What follows belongs to an exercise in optimizing a design on an open flow for small area, a short achievable clock period and few clock cycles per item; a production flow would make more cautious choices. At most, simulation tests tie the RTL to the original design; equivalence was not proved. No activity file was given, so power comes from the tool's default toggle rates.

== run A ==
// Cache
module Cache (
    input wire clk,
    input wire rst_n,
    input wire enable,
    input wire [31:0] address,
    output reg [31:0] data_out,
    output reg data_out_ready,
    input wire [31:0] data_in,
    input wire [3:0] write_enable,
    output reg busy,
    output reg br_cmd,
    output reg br_cmd_en,
    output wire [20:0] br_addr,
    output wire [63:0] br_wr_data,
    output wire [7:0] br_data_mask,
    input wire [63:0] br_rd_data,
    input wire br_rd_data_valid
);
Size: ~690 cells after synthesis, roughly 330 flip-flops, roughly 270 I/O pins, roughly 0.0093 mm² of cells after synthesis.
clock: 10.0 ns
lec_check: 0
cap_margin: 20
core_margin: 2
core_utilization: 40
cts_cluster_diameter: 60
cts_cluster_size: 30
slew_margin: 20
standard.sh (not shown) runs the stock make flow with config.mk's settings and CLKGATE_MAP_FILE= SYNTH_SCRIPT=/design/flow/synth_recipe.tcl, a recipe that flattens the netlist after the stock synthesis.
==> flow/flow/run.sh <==
#!/bin/bash
# Standard layout, with plain buffers (instead of the default delay buffers) on the ports
# and the given repair targets.
set -euo pipefail
export BUFFER_PORTS_ARGS="-buffer_cell sky130_fd_sc_hd__buf_1"
bash standard.sh  finish > standard_flow.log 2>&1
Run A: no failed stages, no open violations at the end
> inputs changed (run A -> run B)
--- a/flow/flow/run.sh
+++ b/flow/flow/run.sh
@@ -5,2 +5,2 @@
 export BUFFER_PORTS_ARGS="-buffer_cell sky130_fd_sc_hd__buf_1"
-bash standard.sh  finish > standard_flow.log 2>&1
+bash standard.sh SETUP_SLACK_MARGIN=6.9 finish > standard_flow.log 2>&1
## What came out
For run B, the worst-path cell with the longest stage delay was sky130_fd_sc_hd__or4_4, unlike run A, where it was sky130_fd_sc_hd__or3_2. Delta (run B minus run A): required time at the worst-slack endpoint now sits at about the same level; final area now sits higher; post-cts repair resize count now sits higher; final cell count now sits higher. Diff run A -> run B: switching power shows an increase of 3.4%; final critical path time including I/O delays and setup shows a reduction of 360 ps.
The following lists how run C was set up differently from run B:
--- a/flow/flow/run.sh
+++ b/flow/flow/run.sh
@@ -5,2 +5,2 @@
 export BUFFER_PORTS_ARGS="-buffer_cell sky130_fd_sc_hd__buf_1"
-bash standard.sh SETUP_SLACK_MARGIN=6.9 finish > standard_flow.log 2>&1
+bash standard.sh SETUP_SLACK_MARGIN=7.0 finish > standard_flow.log 2>&1
--- a/flow/config.mk
+++ b/flow/config.mk
@@ -13 +13,2 @@
 export SLEW_MARGIN = 20
+export TNS_END_PERCENT = 0
Results
- Lower share of total power in sequential cells was reported by run C, not run B.
- Diff run B -> run C: number of gates resized after CTS fell by 10, global-route usage stayed essentially flat.
- NOTE: CTS clock-pin slew for the worst setup and hold paths in run C falls short of that of run B
- NOTE via count run B->run C decreased by a few percent
- Row transition time at the pin with the least slew margin: run C lower / run B higher
- Run C does worse than run B on total power.
- Of run C and run B, the run reporting the higher leakage power total was run B.
- The run showing the greater sequential share of layout area is run C.
Function was not checked in any run of this note: the RTL went through the layout flow alone.


## build 42
Another version of the RTL of Cache (not shown whole).
Size: about 660 cells after synthesis, roughly 320 flip-flops, about 270 I/O pins.
clock: 10.0 ns
lec_check: 0
cap_margin: 20
core_margin: 2
core_utilization: 40
slew_margin: 20
==> flow/flow/run.sh <==
#!/bin/bash
# Standard layout, with plain buffers (instead of the default delay buffers) on the ports
# and the given repair targets.
set -euo pipefail
export BUFFER_PORTS_ARGS="-buffer_cell sky130_fd_sc_hd__buf_1"
bash standard.sh SETUP_SLACK_MARGIN=7 finish > standard_flow.log 2>&1
diff inputs: build 42 => build 58
==> flow/flow/run.sh <==
#!/bin/bash
# Standard layout, with plain buffers (instead of the default delay buffers) on the ports.
set -euo pipefail
export BUFFER_PORTS_ARGS="-buffer_cell sky130_fd_sc_hd__buf_1"
bash standard.sh finish > standard_flow.log 2>&1
==> comparison <==
The static power due to leakage of build 58 was superior to that of build 42. Final cell area: build 58 below build 42. Comparing build 42 against build 58, there is no change at all in remaining number of nets flagged by the antenna check after routing.
Here is what was changed in the inputs of build 96 compared with build 58.
- CTS_CLUSTER_SIZE now 30, previously not set
- CTS_BUF_LIST now sky130_fd_sc_hd__clkbuf_8, previously not set
==> results.txt <==
- All of build 96 and build 58 finish clean.
- Part of the power in the clock network: lower on build 58
- Build 58 vs build 96, capturing element of the worst setup path: data_out[23] vs data_out[18]
- Sort build 96 and build 58 by via count, descending, and build 96 comes first.
- Cmp build 96 vs build 58: least setup slack across all paths after layout higher in build 96
- Compared to build 58, build 96 has final cell count without fillers about 3.5% higher.
- Going from build 58 to build 96, wire length of the first global-routing pass went up by about 0.7%, clock buffer instance count of the final layout went up by 18.
- Build 96: detailed-route vias per instance 0.045 below build 58
#### Input delta (build 64 over build 96)
- CTS_BUF_LIST removed (was sky130_fd_sc_hd__clkbuf_8)
- ABC_CLOCK_PERIOD_IN_PS newly set to 2500
- CTS_CLUSTER_SIZE removed (was 30)
==> flow/flow/run.sh <==
#!/bin/bash
# Standard layout, with plain buffers (instead of the default delay buffers) on the ports
# and the given repair targets.
set -euo pipefail
export BUFFER_PORTS_ARGS="-buffer_cell sky130_fd_sc_hd__buf_1"
bash standard.sh SETUP_SLACK_MARGIN=7 finish > standard_flow.log 2>&1
## What came out
[compare] base=build 96 new=build 64: fraction of layout instances using a drive strength above 1 climbed 21 points; post-layout net count climbed 1.1%; portion of total power attributed to combinational logic climbed 4.9 points.
The following lists how build 5 was set up differently from build 64:
- a deleted ABC_CLOCK_PERIOD_IN_PS that had been 2500
==> flow/flow/run.sh <==
#!/bin/bash
# Standard layout, with plain buffers (instead of the default delay buffers) on the ports
# and the given repair targets.
set -euo pipefail
export BUFFER_PORTS_ARGS="-buffer_cell sky130_fd_sc_hd__buf_1"
bash standard.sh SETUP_SLACK_MARGIN=7.5 finish > standard_flow.log 2>&1
Notes after the runs:
- Where global-route wire length before repair is concerned, build 64 is better than build 5.
- The lower routed wire length came out of build 64.
- Build 5 vs. build 64: overall power of the completed layout rose by about 5%, met1 track demand over resource in global routing moved up, share of power burned in combinational logic grew by 3.5 points, setup slack picked up an extra 50 ps.
Function was not checked in any run of this note: the RTL went through the layout flow alone.


Setup of delta:
Another version of the RTL of Cache (not shown whole).
Size in the first run: roughly 800 cells after synthesis, roughly 300 flip-flops, about 270 I/O pins, about 9200 um^2 of cells after synthesis.
==> flow/config.mk <==
export PLATFORM = sky130hd
export DESIGN_NAME = Cache
export DESIGN_NICKNAME = Cache
export VERILOG_FILES = /design/flow/design.v
export SDC_FILE = /design/flow/constraint.sdc
export NUM_CORES = 4
export LEC_CHECK = 0
export CAP_MARGIN = 20
export CORE_MARGIN = 2
export CORE_UTILIZATION = 40
export CTS_CLUSTER_DIAMETER = 90
export CTS_CLUSTER_SIZE = 32
export SLEW_MARGIN = 20
export TNS_END_PERCENT = 0
==> flow/constraint.sdc <==
create_clock -name core_clock -period 10.0 [get_ports {clk}]
set_input_delay 2.0000 -clock core_clock [delete_from_list [all_inputs] [get_ports {clk}]]
set_output_delay 2.0000 -clock core_clock [all_outputs]
set_load 0.01 [all_outputs]
==> flow/flow/run.sh <==
#!/bin/bash
# Standard layout, with plain buffers (instead of the default delay buffers) on the ports
# and the given repair targets.
set -euo pipefail
export BUFFER_PORTS_ARGS="-buffer_cell sky130_fd_sc_hd__buf_1"
bash standard.sh SETUP_SLACK_MARGIN=7.0 finish > standard_flow.log 2>&1
Testbench counts of delta, summed over its fixed seeds: cycles 250,373, transactions 16,000.
#### Input delta (gamma over delta)
diff --git a/flow/config.mk b/flow/config.mk
--- a/flow/config.mk
+++ b/flow/config.mk
@@ -8,7 +8,7 @@
 export CAP_MARGIN = 20
 export CORE_MARGIN = 2
-export CORE_UTILIZATION = 40
-export CTS_CLUSTER_DIAMETER = 90
-export CTS_CLUSTER_SIZE = 32
+export CORE_UTILIZATION = 45
+export CTS_CLUSTER_DIAMETER = 100
+export CTS_CLUSTER_SIZE = 33
 export SLEW_MARGIN = 20
 export TNS_END_PERCENT = 0
[summary]
In the flow results for delta and gamma, the part of the power in combinational logic is smaller on gamma. Going from delta to gamma, met3 wirelength from detailed routing shrinks by 40%. Met1 routing resource usage after global routing, delta and gamma: larger value in gamma. Going from delta to gamma, layout overhead on the synthesized area essentially unchanged, utilization increased 5.7 points. Of delta and gamma, gamma shows the lower non-clock buffer instance count of the final layout, with delta above it. delta and gamma ended up with nearly the same instance area after placement. The final reports for gamma and delta show setup slack lower in the former. delta -> gamma: average size of a mapped cell delta 0, exact match. [gamma vs delta] fraction of power consumed by the clock network: higher in gamma. gamma: time the worst path needs with I/O delays and setup is 0.0039 ns higher than what delta reported.


## oak
Cache, a different RTL version from the one above (not shown whole).
For scale: about 670 cells after synthesis, roughly 320 flip-flops, about 270 I/O pins, roughly 9300 um^2 of cells after synthesis.
export LEC_CHECK = 0
export CAP_MARGIN = 20
export CORE_MARGIN = 2
export CORE_UTILIZATION = 40
export SLEW_MARGIN = 20
create_clock -name core_clock -period 10.0 [get_ports {clk}]
run.sh (not shown) runs the stock make flow with config.mk's settings and CLKGATE_MAP_FILE= SYNTH_SCRIPT=/design/flow/synth_recipe.tcl, a recipe that flattens the netlist after the stock synthesis.
Stock flow here: none of the scripts above is used.
Testbench counts of oak, summed over its fixed seeds: cycles 246,125, transactions 16,000.
Changes in pine relative to oak:
==> flow/flow/run.sh (new file) <==
#!/bin/bash
# Standard layout, with plain buffers (instead of the default delay buffers) on the ports.
set -euo pipefail
export BUFFER_PORTS_ARGS="-buffer_cell sky130_fd_sc_hd__buf_2"
bash standard.sh finish > standard_flow.log 2>&1
==> flow/standard.sh (new file) <==
#!/bin/bash
# synth_recipe.tcl (not shown) runs the flow's synth.tcl, then flattens the netlist and writes it again
# the make line also repeats each setting of config.mk as NAME=value (left out here)
make -C /OpenROAD-flow-scripts/flow DESIGN_CONFIG=/design/flow/config.mk WORK_HOME=/design/flow/orfs CLKGATE_MAP_FILE= SYNTH_SCRIPT=/design/flow/synth_recipe.tcl "${@:-finish}"
removed: flow/run.sh
Notes after the runs:
- As of pine, final area had fallen by a little under 10% compared to oak.
- Against oak, pine reports a reg-to-reg setup timing slack that is higher.
- NOTE per-cell routed wire length oak->pine decreased by a little under 10%
- pine went all the way through synthesis, placement and routing and the layout is clean on timing, DRC and antenna.
- Changes observed in pine relative to oak: average vias per placed instance fell 2.7%; power of the combinational group now sits lower; power decreased 0.37 mW.


Another version of the RTL of Cache (not shown whole).
Size: about 330 flip-flops, ~270 I/O pins, roughly 9300 sq um of cells after synthesis.
==> flow/config.mk <==
export PLATFORM = sky130hd
export DESIGN_NAME = Cache
export DESIGN_NICKNAME = Cache
export VERILOG_FILES = /design/flow/design.v
export SDC_FILE = /design/flow/constraint.sdc
export NUM_CORES = 4
export LEC_CHECK = 0
export CAP_MARGIN = 20
export CORE_MARGIN = 2
export CORE_UTILIZATION = 40
export CTS_CLUSTER_DIAMETER = 100
export CTS_CLUSTER_SIZE = 33
export SLEW_MARGIN = 20
export TNS_END_PERCENT = 0
==> flow/constraint.sdc <==
create_clock -name core_clock -period 10.0 [get_ports {clk}]
set_input_delay 2.0000 -clock core_clock [delete_from_list [all_inputs] [get_ports {clk}]]
set_output_delay 2.0000 -clock core_clock [all_outputs]
set_load 0.01 [all_outputs]
standard.sh (not shown) runs the stock make flow with config.mk's settings and CLKGATE_MAP_FILE= SYNTH_SCRIPT=/design/flow/synth_recipe.tcl, a recipe that flattens the netlist after the stock synthesis.
==> flow/flow/run.sh <==
#!/bin/bash
# Standard layout, with plain buffers (instead of the default delay buffers) on the ports
# and the given repair targets.
set -euo pipefail
export BUFFER_PORTS_ARGS="-buffer_cell sky130_fd_sc_hd__buf_1"
bash standard.sh SETUP_SLACK_MARGIN=6.9 finish > standard_flow.log 2>&1
Testbench counts at the start, summed over its fixed seeds: cycles 246,345, transactions 16,000.
Rerun with:
--- a/flow/flow/run.sh
+++ b/flow/flow/run.sh
@@ -5,2 +5,2 @@
 export BUFFER_PORTS_ARGS="-buffer_cell sky130_fd_sc_hd__buf_1"
-bash standard.sh SETUP_SLACK_MARGIN=6.9 finish > standard_flow.log 2>&1
+bash standard.sh SETUP_SLACK_MARGIN=7.0 finish > standard_flow.log 2>&1
=> Final area barely changes; total power hardly moves; routed wire length goes up by 0.34%; core utilization went up by 0.14 points; count of clock-buffer cells in the layout does not change; area after synthesis does not change; critical path depth does not change; final cell count rises by 0.32%; clock skew barely changes.
Rerun with:
--- a/flow/flow/run.sh
+++ b/flow/flow/run.sh
@@ -5,2 +5,2 @@
 export BUFFER_PORTS_ARGS="-buffer_cell sky130_fd_sc_hd__buf_1"
-bash standard.sh SETUP_SLACK_MARGIN=7.0 finish > standard_flow.log 2>&1
+bash standard.sh SETUP_SLACK_MARGIN=7.15 finish > standard_flow.log 2>&1
After rerunning: The new run finished clean; wire length does not change; worst setup slack stays the same; sequential share of layout area does not change.
Rerun with:
--- a/flow/flow/run.sh
+++ b/flow/flow/run.sh
@@ -5,2 +5,2 @@
 export BUFFER_PORTS_ARGS="-buffer_cell sky130_fd_sc_hd__buf_1"
-bash standard.sh SETUP_SLACK_MARGIN=7.15 finish > standard_flow.log 2>&1
+bash standard.sh SETUP_SLACK_MARGIN=7.0 finish > standard_flow.log 2>&1
Settings changed: CTS_CLUSTER_DIAMETER 100 to 80, CTS_CLUSTER_SIZE 33 to 36.
=> Total power rises by 0.98%; combinational power hardly moves; global-route usage barely changes; critical path depth stays the same; final area climbs by 0.47%; core utilization rises by 0.23 points; wire length decreases by 0.58%; hold slack gets better by 38 ps; register-to-register slack improves by 20 ps.
Rerun with:
Settings changed: CORE_UTILIZATION 40 to 55, CTS_CLUSTER_DIAMETER 80 to 100, CTS_CLUSTER_SIZE 36 to 33.
Effect:
- die area falls by 27%
- total power falls by 0.60%
- routed wire length falls by 1.9%
- final area falls by 1.0%
- sequential power is about the same
- via count rises by 1.3%
- area after synthesis stays the same
- clock skew rises by 20 ps
- cell count falls by 7.4%
- non-clock buffer count rises by 5
Rerun with:
Settings changed: CORE_UTILIZATION 55 to 40, CTS_CLUSTER_DIAMETER 100 to 60, CTS_CLUSTER_SIZE 33 to 30.
The changed run ran to the end with no violations. Design area goes up by 4.2%. Clock-buffer cell count goes up by 7. Wire length goes up by 3.8%. Fmax goes down by 1.1%. Setup slack degrades by 35 ps. Utilization goes down by 16 points. Area after synthesis does not change. Worst hold slack stays flat. Sequential share of layout area goes down by 2.5 points. Combinational power goes down by about 2%.


Setup of before:
Cache, a different RTL version from the one above (not shown whole).
Size: ~330 flip-flops, ~270 I/O pins, about 9600 µm² of cells after synthesis.
clock: 10.0 ns
lec_check: 0
cap_margin: 20
core_margin: 2
core_utilization: 40
slew_margin: 20
==> flow/flow/run.sh <==
#!/bin/bash
# Standard layout, with plain buffers (instead of the default delay buffers) on the ports
# and the given repair targets.
set -euo pipefail
export BUFFER_PORTS_ARGS="-buffer_cell sky130_fd_sc_hd__buf_1"
bash standard.sh  finish > standard_flow.log 2>&1
before finished every stage and its layout cleared the timing, design-rule and antenna checks.
### before -> after
Settings: putting CTS_CLUSTER_DIAMETER at 60 where nothing was set; putting CTS_CLUSTER_SIZE at 30 where nothing was set.
--- outcome ---
- Delta (after minus before): post-CTS clock slew at the launch and capture registers of the worst setup and hold paths moved up; worst endpoint required time saw a decrease; worst slew margin relative to its limit shows an increase of 0.57 points; post-cts gate resize count now sits at about the same level; final total power shrank by 7.0%.
- Looking only at detailed-route wire length, and setting everything else aside, the higher value of before and after goes to before.
- Re share of final-layout standard cells stronger than drive strength 1: after is 1.4 points down on before.
- On global-route usage over all layers, before tracks after almost exactly.
No run of this note included a check of the RTL's function; only the layout flow was run.


Another version of the RTL of Cache (not shown whole).
Size: roughly 330 flip-flops, about 270 I/O pins, ~9300 µm² of cells after synthesis.
==> flow/config.mk <==
export PLATFORM = sky130hd
export DESIGN_NAME = Cache
export DESIGN_NICKNAME = Cache
export VERILOG_FILES = /design/flow/design.v
export SDC_FILE = /design/flow/constraint.sdc
export NUM_CORES = 4
export LEC_CHECK = 0
export CAP_MARGIN = 20
export CORE_MARGIN = 2
export CORE_UTILIZATION = 40
export CTS_CLUSTER_DIAMETER = 60
export CTS_CLUSTER_SIZE = 30
export SLEW_MARGIN = 20
==> flow/constraint.sdc <==
create_clock -name core_clock -period 10.0 [get_ports {clk}]
set_input_delay 2.0000 -clock core_clock [delete_from_list [all_inputs] [get_ports {clk}]]
set_output_delay 2.0000 -clock core_clock [all_outputs]
set_load 0.01 [all_outputs]
Scripts as last shown in full above: flow/flow/run.sh
The first run passed the timing, design-rule and antenna checks.
Testbench counts at the start, summed over its fixed seeds: cycles 246,345, transactions 16,000.
Next try:
--- a/flow/flow/run.sh
+++ b/flow/flow/run.sh
@@ -4,3 +4,3 @@
 set -euo pipefail
 export BUFFER_PORTS_ARGS="-buffer_cell sky130_fd_sc_hd__buf_1"
-bash standard.sh  finish > standard_flow.log 2>&1
+bash standard.sh SETUP_SLACK_MARGIN=7.0 finish > standard_flow.log 2>&1
- TNS_END_PERCENT: default -> 0
First-iteration DRC count rises by 5.7%.
Cell area hardly moves.
Die area does not change.

[afterwards: timing with drivers on the ports]
No port has a modelled driver above. Below, the same layouts with a new extraction and two added sets of constraints.
Step 1 (the two cells are an assumption about what drives the block):
set clk [get_ports {clk}]
set_driving_cell -lib_cell sky130_fd_sc_hd__clkbuf_16 $clk
set_driving_cell -lib_cell sky130_fd_sc_hd__buf_2 [delete_from_list [all_inputs] $clk]
Step 2 times the ports against the registers' clock, not the clock port: input delays grow and output delays shrink by t, the midpoint of the rising clock arrivals with the driver on.
Slacks: no drivers / after step 1 / after step 2; pairs: no drivers / after step 1.
| run | t (ns) | slack for setup (ns) | worst hold slack (ns) | latest minus earliest clock arrival (ns) |
|---|---|---|---|---|
| run A | 0.552 | 6.420 / 6.439 / 5.887 | 0.314 / 0.314 / 0.314 | 0.025 / 0.026 |
| run B | 0.550 | 6.784 / 6.765 / 6.215 | 0.316 / 0.316 / 0.316 | 0.034 / 0.034 |
| run C | 0.565 | 6.804 / 6.799 / 6.234 | 0.326 / 0.326 / 0.326 | 0.031 / 0.030 |
| build 42 | 0.581 | 6.840 / 6.795 / 6.488 | 0.311 / 0.311 / 0.311 | 0.025 / 0.025 |
| build 58 | 0.575 | 6.482 / 6.504 / 5.929 | 0.321 / 0.321 / 0.321 | 0.018 / 0.018 |
| build 96 | 0.579 | 6.519 / 6.537 / 5.959 | 0.320 / 0.320 / 0.320 | 0.022 / 0.021 |
| build 64 | 0.581 | 6.840 / 6.795 / 6.488 | 0.311 / 0.311 / 0.311 | 0.025 / 0.025 |
| build 5 | 0.538 | 6.890 / 6.845 / 6.519 | 0.322 / 0.322 / 0.322 | 0.014 / 0.015 |
| delta | 0.515 | 6.924 / 6.878 / 6.549 | 0.315 / 0.315 / 0.315 | 0.026 / 0.026 |
| gamma | 0.515 | 6.920 / 6.878 / 6.547 | 0.298 / 0.298 / 0.298 | 0.049 / 0.048 |
| oak | 0.531 | 6.357 / 6.343 / 5.848 | 0.316 / 0.316 / 0.316 | 0.014 / 0.014 |
| pine | 0.580 | 6.730 / 6.686 / 6.358 | 0.315 / 0.315 / 0.315 | 0.013 / 0.012 |
| the first run of note 5 | 0.522 | 6.912 / 6.868 / 6.482 | 0.288 / 0.288 / 0.288 | 0.036 / 0.037 |
| the second run of note 5 | 0.522 | 6.917 / 6.873 / 6.485 | 0.288 / 0.288 / 0.288 | 0.037 / 0.037 |
| the third run of note 5 | 0.522 | 6.917 / 6.873 / 6.485 | 0.288 / 0.288 / 0.288 | 0.037 / 0.037 |
| the fourth run of note 5 | 0.534 | 6.929 / 6.886 / 6.456 | 0.326 / 0.326 / 0.326 | 0.026 / 0.025 |
| the fifth run of note 5 | 0.512 | 6.930 / 6.888 / 6.507 | 0.322 / 0.322 / 0.322 | 0.049 / 0.049 |
| the sixth run of note 5 | 0.564 | 6.895 / 6.852 / 6.465 | 0.319 / 0.319 / 0.319 | 0.024 / 0.024 |
| before | 0.584 | 6.619 / 6.640 / 6.056 | 0.322 / 0.322 / 0.322 | 0.023 / 0.024 |
| after | 0.557 | 6.602 / 6.624 / 6.066 | 0.315 / 0.315 / 0.315 | 0.019 / 0.019 |
| the first run of note 7 | 0.579 | 6.778 / 6.731 / 6.550 | 0.315 / 0.315 / 0.315 | 0.021 / 0.020 |
| the second run of note 7 | 0.564 | 6.899 / 6.852 / 6.451 | 0.315 / 0.315 / 0.315 | 0.029 / 0.029 |
After both steps every run listed still meets setup and hold. For run C, which loses most, drivers alone change the setup slack by -0.005 ns; drivers and shift together by -0.570 ns.
